From an optimization exercise on the open Yosys and OpenROAD flow, aimed at small area; shortcuts taken in it are not production practice.
Where RTL was checked, it was by simulation tests only, not by an equivalence proof against the original.
Power and IR drop assume default switching activity.

Design top, start of the top module:
module top (input wire clk,
            input wire rst,
            input wire mic_data_1,
            input wire mic_data_2,
            output wire serial_tx,
            output wire mic_clk_1,
            output wire mic_clk_2,
            output wire sel_2,
            output wire serial_split);
assign sel_2 = 1'b1;
reg [18:0] tc;
always @(posedge clk)
  if (rst) tc <= 19'd7;
  else     tc <= tc + 19'd1;
wire [1:0] j  = tc[1:0];
wire       j0 = (j == 2'd0);
wire       p0 = (tc[9:2] == 8'd1);
wire       p255 = (tc[9:2] == 8'd0);
wire pdm_clk = tc[1] ^ tc[0];
assign mic_clk_1 = pdm_clk;
assign mic_clk_2 = pdm_clk;
assign serial_split = pdm_clk;
reg fresh;
always @(posedge clk)
  if (rst) fresh <= 1'b1;
  else if (tc[2:0] == 3'd3) fresh <= 1'b0;
reg init;
always @(posedge clk)
  if (rst) init <= 1'b1;
  else if (tc[12]) init <= 1'b0;
reg u1h, u2h;
always @(posedge clk)
  if (j0) begin
    u1h <= mic_data_1;
    u2h <= mic_data_2;
  end
wire u1 = j0 ? mic_data_1 : u1h;
wire u2 = j0 ? mic_data_2 : u2h;
wire [8:0] q = {~tc[9] & (tc[8:2] != 7'd0), ~tc[9], tc[8:2]};
reg  [3:0] dH_d, E_d, Hc_d;
always @* begin
  case (j)
  ...
Size in the first run: roughly 790 cells after synthesis, about 340 flip-flops, about 9 I/O pins.
clock: 10.0 ns
lec_check: 0
cap_margin: 20
core_margin: 2
core_utilization: 60
place_density: 0.75
slew_margin: 20
standard.sh (not shown) runs the stock make flow with config.mk's settings and CLKGATE_MAP_FILE= SYNTH_SCRIPT=/design/flow/synth_recipe.tcl, a recipe that flattens the netlist after the stock synthesis.
==> flow/flow/run.sh <==
#!/bin/bash
# Layout flow: the standard layout, except that
#  - synthesis maps the logic with an area-oriented ABC script (no buffering
#    or upsizing in ABC); it is otherwise ORFS's synthesis with the standard flow's
#    synthesis script, so the registers are the standard synthesis's;
#  - clock tree synthesis inserts no dummy loads;
#  - every input and output port is buffered with the smallest buffer.
set -euo pipefail
W=$PWD
rm -rf "$W/scripts_area"
cp -r "$FLOW_HOME/scripts" "$W/scripts_area"
printf 'strash\ndc2\ndch -f\namap\n' > "$W/scripts_area/abc_area.script"
make -C "$FLOW_HOME" DESIGN_CONFIG="$W/config.mk" WORK_HOME="$W/orfs" CLKGATE_MAP_FILE= \
  SYNTH_SCRIPT="$W/synth_recipe.tcl" SCRIPTS_DIR="$W/scripts_area" ABC_AREA=1 synth \
  > "$W/synth_area.log" 2>&1
export CTS_ARGS="-sink_clustering_enable -repair_clock_nets -sink_clustering_size 20 -sink_clustering_max_diameter 60 -buf_list sky130_fd_sc_hd__clkbuf_8 -dont_use_dummy_load"
export BUFFER_PORTS_ARGS="-buffer_cell sky130_fd_sc_hd__buf_1"
bash standard.sh > "$W/layout.log" 2>&1
The baseline produced a clean layout.
Then changed:
--- a/flow/flow/run.sh
+++ b/flow/flow/run.sh
@@ -15,3 +15,3 @@
   > "$W/synth_area.log" 2>&1
-export CTS_ARGS="-sink_clustering_enable -repair_clock_nets -sink_clustering_size 20 -sink_clustering_max_diameter 60 -buf_list sky130_fd_sc_hd__clkbuf_8 -dont_use_dummy_load"
+export CTS_ARGS="-sink_clustering_enable -repair_clock_nets -sink_clustering_size 22 -sink_clustering_max_diameter 50 -buf_list sky130_fd_sc_hd__clkbuf_8 -dont_use_dummy_load"
 export BUFFER_PORTS_ARGS="-buffer_cell sky130_fd_sc_hd__buf_1"
Settings changed: CORE_UTILIZATION 60 to 70, PLACE_DENSITY 0.75 to 0.85.
What happened:
- clock skew rises by 0.021 ns
- clock-buffer cell count grows by 5
- wire length increases by 5.0%
- final area is about the same
Then changed:
--- a/flow/flow/run.sh
+++ b/flow/flow/run.sh
@@ -15,3 +15,3 @@
   > "$W/synth_area.log" 2>&1
-export CTS_ARGS="-sink_clustering_enable -repair_clock_nets -sink_clustering_size 22 -sink_clustering_max_diameter 50 -buf_list sky130_fd_sc_hd__clkbuf_8 -dont_use_dummy_load"
+export CTS_ARGS="-sink_clustering_enable -repair_clock_nets -sink_clustering_size 24 -sink_clustering_max_diameter 45 -buf_list sky130_fd_sc_hd__clkbuf_8 -dont_use_dummy_load"
 export BUFFER_PORTS_ARGS="-buffer_cell sky130_fd_sc_hd__buf_1"
Settings changed: CORE_UTILIZATION 70 to 60, PLACE_DENSITY 0.85 to 0.9.
Outcome: Maximum frequency fell slightly; via count stays flat; hold slack hardly moves; non-clock buffer count stays the same; design area rose slightly; routed wire length fell by a few percent; cell count rose by a few percent; global-route usage fell by 4.4 points; worst setup slack loses 0.089 ns; clock power fell slightly.

========
JK:
Another version of the RTL of top (not shown whole).
Size in the first run: roughly 340 flip-flops, ~9 I/O pins.
==> flow/config.mk <==
export PLATFORM = sky130hd
export DESIGN_NAME = top
export DESIGN_NICKNAME = top
export VERILOG_FILES = /design/flow/design.v
export SDC_FILE = /design/flow/constraint.sdc
export NUM_CORES = 4
export LEC_CHECK = 0
export CAP_MARGIN = 20
export CORE_MARGIN = 2
export CORE_UTILIZATION = 40
export CTS_BUF_LIST = sky130_fd_sc_hd__clkbuf_8
export CTS_CLUSTER_DIAMETER = 50
export CTS_CLUSTER_SIZE = 16
export SLEW_MARGIN = 20
==> flow/constraint.sdc <==
create_clock -name core_clock -period 10.0 [get_ports {clk}]
set_input_delay 2.0000 -clock core_clock [delete_from_list [all_inputs] [get_ports {clk}]]
set_output_delay 2.0000 -clock core_clock [all_outputs]
set_load 0.01 [all_outputs]
==> flow/flow/run.sh <==
#!/bin/bash
# Layout flow: the standard layout, except that synthesis maps the logic
# with an area-oriented ABC script (no buffering or upsizing in ABC).  The
# synthesis is otherwise ORFS's own with the standard flow's synthesis script, so the
# registers are the standard synthesis's.
set -euo pipefail
W=$PWD
rm -rf "$W/scripts_area"
cp -r "$FLOW_HOME/scripts" "$W/scripts_area"
printf 'strash\ndc2\ndch -f\namap\n' > "$W/scripts_area/abc_area.script"
make -C "$FLOW_HOME" DESIGN_CONFIG="$W/config.mk" WORK_HOME="$W/orfs" CLKGATE_MAP_FILE= \
  SYNTH_SCRIPT="$W/synth_recipe.tcl" SCRIPTS_DIR="$W/scripts_area" ABC_AREA=1 synth \
  > "$W/synth_area.log" 2>&1
bash standard.sh > "$W/layout.log" 2>&1
Here is what was changed in the inputs of MS compared with JK.
-- flow/flow/run.sh --
<<< JK, line 2
# Layout flow: the standard layout, except that synthesis maps the logic
# with an area-oriented ABC script (no buffering or upsizing in ABC).  The
# synthesis is otherwise ORFS's own with the standard flow's synthesis script, so the
# registers are the standard synthesis's.
>>> MS, line 2
# Layout flow: the standard layout, except that
#  - synthesis maps the logic with an area-oriented ABC script (no buffering
#    or upsizing in ABC); it is otherwise ORFS's synthesis with the standard flow's
#    synthesis script, so the registers are the standard synthesis's;
#  - clock tree synthesis inserts no dummy loads.
<<< JK, line 14
>>> MS, line 15
export CTS_ARGS="-sink_clustering_enable -repair_clock_nets -sink_clustering_size 10 -sink_clustering_max_diameter 40 -buf_list sky130_fd_sc_hd__clkbuf_8 -sink_clustering_buffer sky130_fd_sc_hd__clkbuf_4 -dont_use_dummy_load"
## What came out
Detailed-route wire length per cell, MS vs JK: up slightly. Global-route usage: MS vs JK up 0.21 points. Post-layout total power: MS vs JK down about 3.5%. Total power density per cell area (MS vs. JK) decreases by a few percent. Final hold slack, MS and JK: lower on MS. The lower maximum clock frequency came out of MS. [compare] base=JK new=MS: final-layout clock buffer total went up 35%, final wirelength went up 49 um.
Input-level comparison between AL and MS:
==> flow/run.sh (new file) <==
#!/bin/bash
# synth_recipe.tcl (not shown) runs the flow's synth.tcl, then flattens the netlist and writes it again
# the make line also repeats each setting of config.mk as NAME=value (left out here)
make -C /OpenROAD-flow-scripts/flow DESIGN_CONFIG=/design/flow/config.mk WORK_HOME=/design/flow/orfs CLKGATE_MAP_FILE= SYNTH_SCRIPT=/design/flow/synth_recipe.tcl finish
removed: flow/flow/run.sh
removed: flow/standard.sh
[summary]
Diff MS -> AL: area of the core region has increased; routed wire length went up about 3%; worst hold margin climbed 29 ps.
Going from MS to AL, weighted congestion at the end of routability-driven global placement went down by about 9%; instance count on the critical path went down by 8; portion of the post-synthesis area used by sequential elements went down by 3.6 points; clock period minus final worst setup slack went down by 410 ps.
Between MS and AL, sequential share of layout area is lower for AL, MS comes in above that.
AL completed; timing, DRC and antenna clean
## Diff of input files: TR against AL
==> flow/flow/run.sh (new file) <==
#!/bin/bash
# Layout flow: the standard layout, except that
#  - synthesis maps the logic with an area-oriented ABC script (no buffering
#    or upsizing in ABC); it is otherwise ORFS's synthesis with the standard flow's
#    synthesis script, so the registers are the standard synthesis's;
#  - clock tree synthesis inserts no dummy loads.
set -euo pipefail
W=$PWD
rm -rf "$W/scripts_area"
cp -r "$FLOW_HOME/scripts" "$W/scripts_area"
printf 'strash\ndc2\ndch -f\namap\n' > "$W/scripts_area/abc_area.script"
make -C "$FLOW_HOME" DESIGN_CONFIG="$W/config.mk" WORK_HOME="$W/orfs" CLKGATE_MAP_FILE= \
  SYNTH_SCRIPT="$W/synth_recipe.tcl" SCRIPTS_DIR="$W/scripts_area" ABC_AREA=1 synth \
  > "$W/synth_area.log" 2>&1
export CTS_ARGS="-sink_clustering_enable -repair_clock_nets -sink_clustering_size 20 -sink_clustering_max_diameter 60 -buf_list sky130_fd_sc_hd__clkbuf_8 -dont_use_dummy_load"
bash standard.sh > "$W/layout.log" 2>&1
==> flow/standard.sh (new file) <==
#!/bin/bash
# synth_recipe.tcl (not shown) runs the flow's synth.tcl, then flattens the netlist and writes it again
# the make line also repeats each setting of config.mk as NAME=value (left out here)
make -C /OpenROAD-flow-scripts/flow DESIGN_CONFIG=/design/flow/config.mk WORK_HOME=/design/flow/orfs CLKGATE_MAP_FILE= SYNTH_SCRIPT=/design/flow/synth_recipe.tcl "${@:-finish}"
-- flow/config.mk --
<<< AL, line 11
export CTS_BUF_LIST = sky130_fd_sc_hd__clkbuf_8
export CTS_CLUSTER_DIAMETER = 50
export CTS_CLUSTER_SIZE = 16
>>> TR, line 11
export PLACE_DENSITY = 0.8
removed: flow/run.sh
### Flow results
- Of AL and TR, the higher vertical extent of the die belongs to AL.
- Summary: with AL as the reference, CTS buffer count in TR moved down by more than a quarter.
- The register-to-register slack number comes out lower for TR vs AL.
- Changes observed in TR relative to AL: cell area after technology mapping moved down, share of power burned in the clock network moved down.
- The final reports for TR and AL show detailed route wirelength on metal3 higher in the former.
- Summary of TR over AL: final estimated routing congestion in global placement shows an increase of 12%; violation count after the first detailed-routing iteration has increased; fraction of area in clock buffers and inverters lower.
- TR ended up with tc[6] as its launch point of the worst path; AL ended up with tc[1].
- Compare AL and TR | multi-input gate share of the layout cell area lower: TR

========
== v6 ==
The RTL this note starts from:
==> flow/design.v <==
`timescale 1ns/1ns
`default_nettype none
module top (input wire clk,
            input wire rst,
            input wire mic_data_1,
            input wire mic_data_2,
            output wire serial_tx,
            output wire mic_clk_1,
            output wire mic_clk_2,
            output wire sel_2,
            output wire serial_split);
assign sel_2 = 1'b1;
reg [18:0] tc;
always @(posedge clk)
  if (rst) tc <= 19'd3;
  else     tc <= tc + 19'd1;
wire [1:0] j  = tc[1:0];
wire [7:0] p  = tc[9:2];
wire       j0 = (j == 2'd0);
wire       p0 = (p == 8'd0);
wire       p255 = (p == 8'hff);
wire pdm_clk = tc[1] ^ tc[0];
assign mic_clk_1 = pdm_clk;
assign mic_clk_2 = pdm_clk;
assign serial_split = pdm_clk;
reg fresh;
always @(posedge clk)
  if (rst) fresh <= 1'b1;
  else if (tc[2:0] == 3'd7) fresh <= 1'b0;
reg init;
always @(posedge clk)
  if (rst) init <= 1'b1;
  else if (tc[12]) init <= 1'b0;
reg u1h, u2h;
always @(posedge clk)
  if (j0) begin
    u1h <= mic_data_1;
    u2h <= mic_data_2;
  end
wire u1 = j0 ? mic_data_1 : u1h;
wire u2 = j0 ? mic_data_2 : u2h;
wire [8:0] q = {1'b0, p} - 9'd127;
reg  [3:0] dH_d, E_d, Hc_d;
always @* begin
  case (j)
    2'd0: begin dH_d = q[3:0];    E_d = 4'h0;             Hc_d = fresh ? 4'h1 : 4'h0; end
    2'd1: begin dH_d = q[7:4];    E_d = {q[0], 3'b100};   Hc_d = fresh ? 4'h4 : 4'hc; end
    2'd2: begin dH_d = {4{q[8]}}; E_d = q[4:1];           Hc_d = 4'hf; end
    default: begin dH_d = {4{q[8]}}; E_d = q[8:5];        Hc_d = 4'h3; end
  endcase
end
reg [15:0] hr;           
reg hcy, fcy, lcy, mcy;  
wire [3:0] hbase = (fresh | p0) ? Hc_d : hr[3:0];
wire [4:0] hsum  = hbase + dH_d + (j0 ? 1'b0 : hcy);
wire [3:0] Hn    = hsum[3:0];
wire [4:0] wfs   = Hn + E_d + (j0 ? 1'b0 : fcy);
wire [3:0] nE    = ~E_d;
wire [4:0] wls   = Hn + nE + (j0 ? 1'b1 : lcy);
wire [3:0] h2    = {Hn[2:0], j0 ? 1'b0 : hr[15]};
wire [3:0] nh2   = ~h2;
wire [4:0] wms   = nh2 + (j0 ? 1'b1 : mcy);
wire [3:0] Wf = wfs[3:0];
wire [3:0] Wl = wls[3:0];
wire [3:0] Wm = wms[3:0];
always @(posedge clk) begin
  hr  <= {Hn, hr[15:4]};
  hcy <= hsum[4];
  fcy <= wfs[4];
  lcy <= wls[4];
  mcy <= wms[4];
end
wire [15:0] c1_hi, c1_lo, c2_hi, c2_lo;
cicwin W1 (.clk(clk), .fresh(fresh), .j0(j0), .p0(p0), .u(u1),
           .Wf(Wf), .Wm(Wm), .Wl(Wl), .c_lo(c1_lo), .c_hi(c1_hi));
cicwin W2 (.clk(clk), .fresh(fresh), .j0(j0), .p0(p0), .u(u2),
           .Wf(Wf), .Wm(Wm), .Wl(Wl), .c_lo(c2_lo), .c_hi(c2_hi));
reg [47:0] sh;    
reg [47:0] sl;    
wire wr_h = p255;
wire wr_l = p255 & j[1];
wire [3:0] sh_in = {c2_hi[1:0], c1_hi[1:0]};
wire [7:0] sl_in = {c2_lo[3:0], c1_lo[3:0]};
always @(posedge clk) begin
  sh <= {wr_h ? sh_in : sh[3:0], sh[47:4]};
  sl <= {wr_l ? sl_in : sl[7:0], sl[47:8]};
end
reg [15:0] th;    
reg [15:0] tl;    
always @(posedge clk) begin
  th <= {wr_h ? sh[3:0] : th[3:0], th[15:4]};
  tl <= {wr_l ? sl[7:0] : tl[7:0], tl[15:8]};
end
reg [3:0] baud;
always @(posedge clk)
  if (rst) baud <= 4'd0;
  else     baud <= (baud == 4'd14) ? 4'd0 : baud + 4'd1;
wire baud_ce = (baud == 4'd7);
wire start_now = (tc[9:5] == 5'd0) && (tc[4:0] >= 5'd2) && (tc[4:0] <= 5'd16) &&
                 !(init && tc[18:10] == 9'd0);
reg transmitting;
reg [3:0] pos;
reg [1:0] chr;
always @(posedge clk)
  if (rst) begin
    transmitting <= 1'b0;
    pos <= 4'd0;
    chr <= 2'd0;
  end else if (baud_ce) begin
    if (start_now) begin
      transmitting <= 1'b1;
      pos <= 4'd0;
      chr <= 2'd0;
    end else if (transmitting) begin
      if (pos == 4'd10) begin
        transmitting <= 1'b0;
        pos <= 4'd0;
        chr <= 2'd0;
      end else if (pos == 4'd9 && chr != 2'd3) begin
        pos <= 4'd0;
        chr <= chr + 2'd1;
      end else
        pos <= pos + 4'd1;
    end
  end
wire [2:0] b = pos[2:0];
wire [3:0] tl_lane = chr[1] ? tl[3:0] : tl[7:4];
wire [1:0] th_lane = chr[1] ? th[1:0] : th[3:2];
wire fetch = chr[0] ? (j == b[2:1]) : (j[0] == b[2]);
wire fbit  = chr[0] ? th_lane[b[0]] : tl_lane[b[1:0]];
reg nb, txb;
always @(posedge clk) begin
  if (fetch)   nb  <= fbit;
  if (baud_ce) txb <= nb;
end
wire mk   = (tc[18:10] == 9'd0);    
wire dbit = init ? 1'b0 : ((mk & chr[1]) | txb);
assign serial_tx = !transmitting || (pos >= 4'd9) || ((pos != 4'd0) && dbit);
endmodule
module cicwin (input wire clk,
               input wire fresh,
               input wire j0,
               input wire p0,
               input wire u,
               input wire [3:0] Wf,
               input wire [3:0] Wm,
               input wire [3:0] Wl,
               output wire [15:0] c_lo,
               output wire [15:0] c_hi);
reg [15:0] al, bl, cl;        
reg [7:0]  ah, bh, ch;        
reg alc, blc, clc, ahc, bhc, chc;
wire keep = ~fresh & ~p0;
wire move = ~fresh & p0;
wire [3:0] a_b  = keep ? al[3:0] : 4'h0;
wire [3:0] b_b  = keep ? bl[3:0] : (move ? al[3:0] : 4'h0);
wire [3:0] c_b  = keep ? cl[3:0] : (move ? bl[3:0] : 4'h0);
wire [1:0] a_hb = keep ? ah[1:0] : 2'h0;
wire [1:0] b_hb = keep ? bh[1:0] : (move ? ah[1:0] : 2'h0);
wire [1:0] c_hb = keep ? ch[1:0] : (move ? bh[1:0] : 2'h0);
wire a_hci = j0 ? (keep & alc) : ahc;
wire b_hci = j0 ? ((keep & blc) | (move & alc)) : bhc;
wire c_hci = j0 ? ((keep & clc) | (move & blc)) : chc;
wire [4:0] a_s = a_b + (u ? Wf : 4'h0) + (j0 ? 1'b0 : alc);
wire [4:0] b_s = b_b + (u ? Wm : 4'h0) + (j0 ? 1'b0 : blc);
wire [4:0] c_s = c_b + (u ? Wl : 4'h0) + (j0 ? 1'b0 : clc);
wire [2:0] a_hs = a_hb + a_hci;
wire [2:0] b_hs = b_hb + b_hci;
wire [2:0] c_hs = c_hb + c_hci;
always @(posedge clk) begin
  al <= {a_s[3:0], al[15:4]};
  bl <= {b_s[3:0], bl[15:4]};
  cl <= {c_s[3:0], cl[15:4]};
  ah <= {a_hs[1:0], ah[7:2]};
  bh <= {b_hs[1:0], bh[7:2]};
  ch <= {c_hs[1:0], ch[7:2]};
  alc <= a_s[4]; blc <= b_s[4]; clc <= c_s[4];
  ahc <= a_hs[2]; bhc <= b_hs[2]; chc <= c_hs[2];
end
assign c_lo = cl;
assign c_hi = {8'h00, ch};
endmodule
clock: 10.0 ns
lec_check: 0
cap_margin: 20
core_margin: 2
core_utilization: 40
slew_margin: 20
run.sh (not shown) runs the stock make flow with config.mk's settings and CLKGATE_MAP_FILE= SYNTH_SCRIPT=/design/flow/synth_recipe.tcl, a recipe that flattens the netlist after the stock synthesis.
Stock flow here: none of the scripts above is used.
v6 completed; timing, DRC and antenna clean
## Diff of input files: v7 against v6
Settings: setting CTS_BUF_LIST to sky130_fd_sc_hd__clkbuf_8 for the first time; setting CTS_CLUSTER_DIAMETER to 40 for the first time; setting CTS_CLUSTER_SIZE to 16 for the first time; changing CORE_UTILIZATION from 40 to 65.
Notes after the runs:
In the flow results for v7 and v6, the headroom to the max-slew limit is smaller on v7.
Compared with v6, v7 shows a higher fmax.
Taking v6 as the reference point, the via count of v7 rises by 2.8%.
Setup changes, v7 to v44
Settings: CTS_CLUSTER_SIZE: 16 -> 20; CTS_CLUSTER_DIAMETER: 40 -> 60; CORE_UTILIZATION: 65 -> 40.
### Flow results
Diff v7 -> v44: buffer and inverter count on the worst path lower, die span in x picked up an extra 35 um, non-filler instance count after layout increased by 8.5% relative to the old numbers.
Where power is concerned, v7 is outperformed by v44.
On wire length on met3: v44 sits below v7.
Lower leakage power summed over all cells goes to v44 over v7.
v44 vs. v7: utilization has decreased, sequential-to-total area share from yosys stat has remained practically unchanged.
v44 ended with more relative area of non-clock buffer cells in the final design than v7.
~same area fraction in compound gates after synthesis in v7 and v44
Final instance area delta for v44 relative to v7: about 1% lower
No functional check of the RTL was part of any run of this note.

==> afterwards: timing with drivers on the ports <==
In the flow no input, the clock included, has a driving cell. The finished layouts below were timed again as built, in two steps.
Step 1, drivers: a clkbuf_16 drives clk and a buf_2 each remaining input, both assumed.
Step 2, shift: input delay + t, output delay - t, t = (earliest + latest rising clock arrival at the registers) / 2. This alone moves slack from input paths to output paths.
Slacks: ideal ports / drivers / drivers and shift; pairs: ideal ports / drivers.
run	t (ns)	slack for setup (ns)	worst hold slack (ns)	clock arrival spread, ns	worst register clock-pin slew, ns
the first run of note 1	0.571	3.948 / 3.948 / 3.948	0.312 / 0.312 / 0.312	0.044 / 0.044	0.12 / 0.12
the second run of note 1	0.568	3.980 / 3.980 / 3.980	0.260 / 0.260 / 0.260	0.065 / 0.065	0.12 / 0.12
the third run of note 1	0.570	3.891 / 3.891 / 3.891	0.263 / 0.263 / 0.263	0.059 / 0.059	0.12 / 0.12
JK	0.603	3.996 / 3.996 / 3.996	0.304 / 0.304 / 0.304	0.037 / 0.037	0.10 / 0.10
MS	0.544	3.970 / 3.970 / 3.970	0.292 / 0.292 / 0.292	0.064 / 0.064	0.11 / 0.11
AL	0.600	4.377 / 4.377 / 4.377	0.321 / 0.321 / 0.321	0.032 / 0.032	0.10 / 0.10
TR	0.560	3.913 / 3.913 / 3.913	0.315 / 0.315 / 0.315	0.049 / 0.048	0.12 / 0.12
v6	0.548	5.360 / 5.341 / 5.310	0.322 / 0.322 / 0.322	0.021 / 0.021	0.06 / 0.06
v7	0.557	5.390 / 5.390 / 5.338	0.309 / 0.309 / 0.309	0.032 / 0.032	0.09 / 0.09
v44	0.583	5.334 / 5.294 / 5.292	0.329 / 0.329 / 0.329	0.035 / 0.035	0.12 / 0.12
After both steps setup and hold are still met in every run listed. For v7, which loses most, drivers alone change the setup slack by 0.000 ns; drivers and shift together by -0.052 ns.
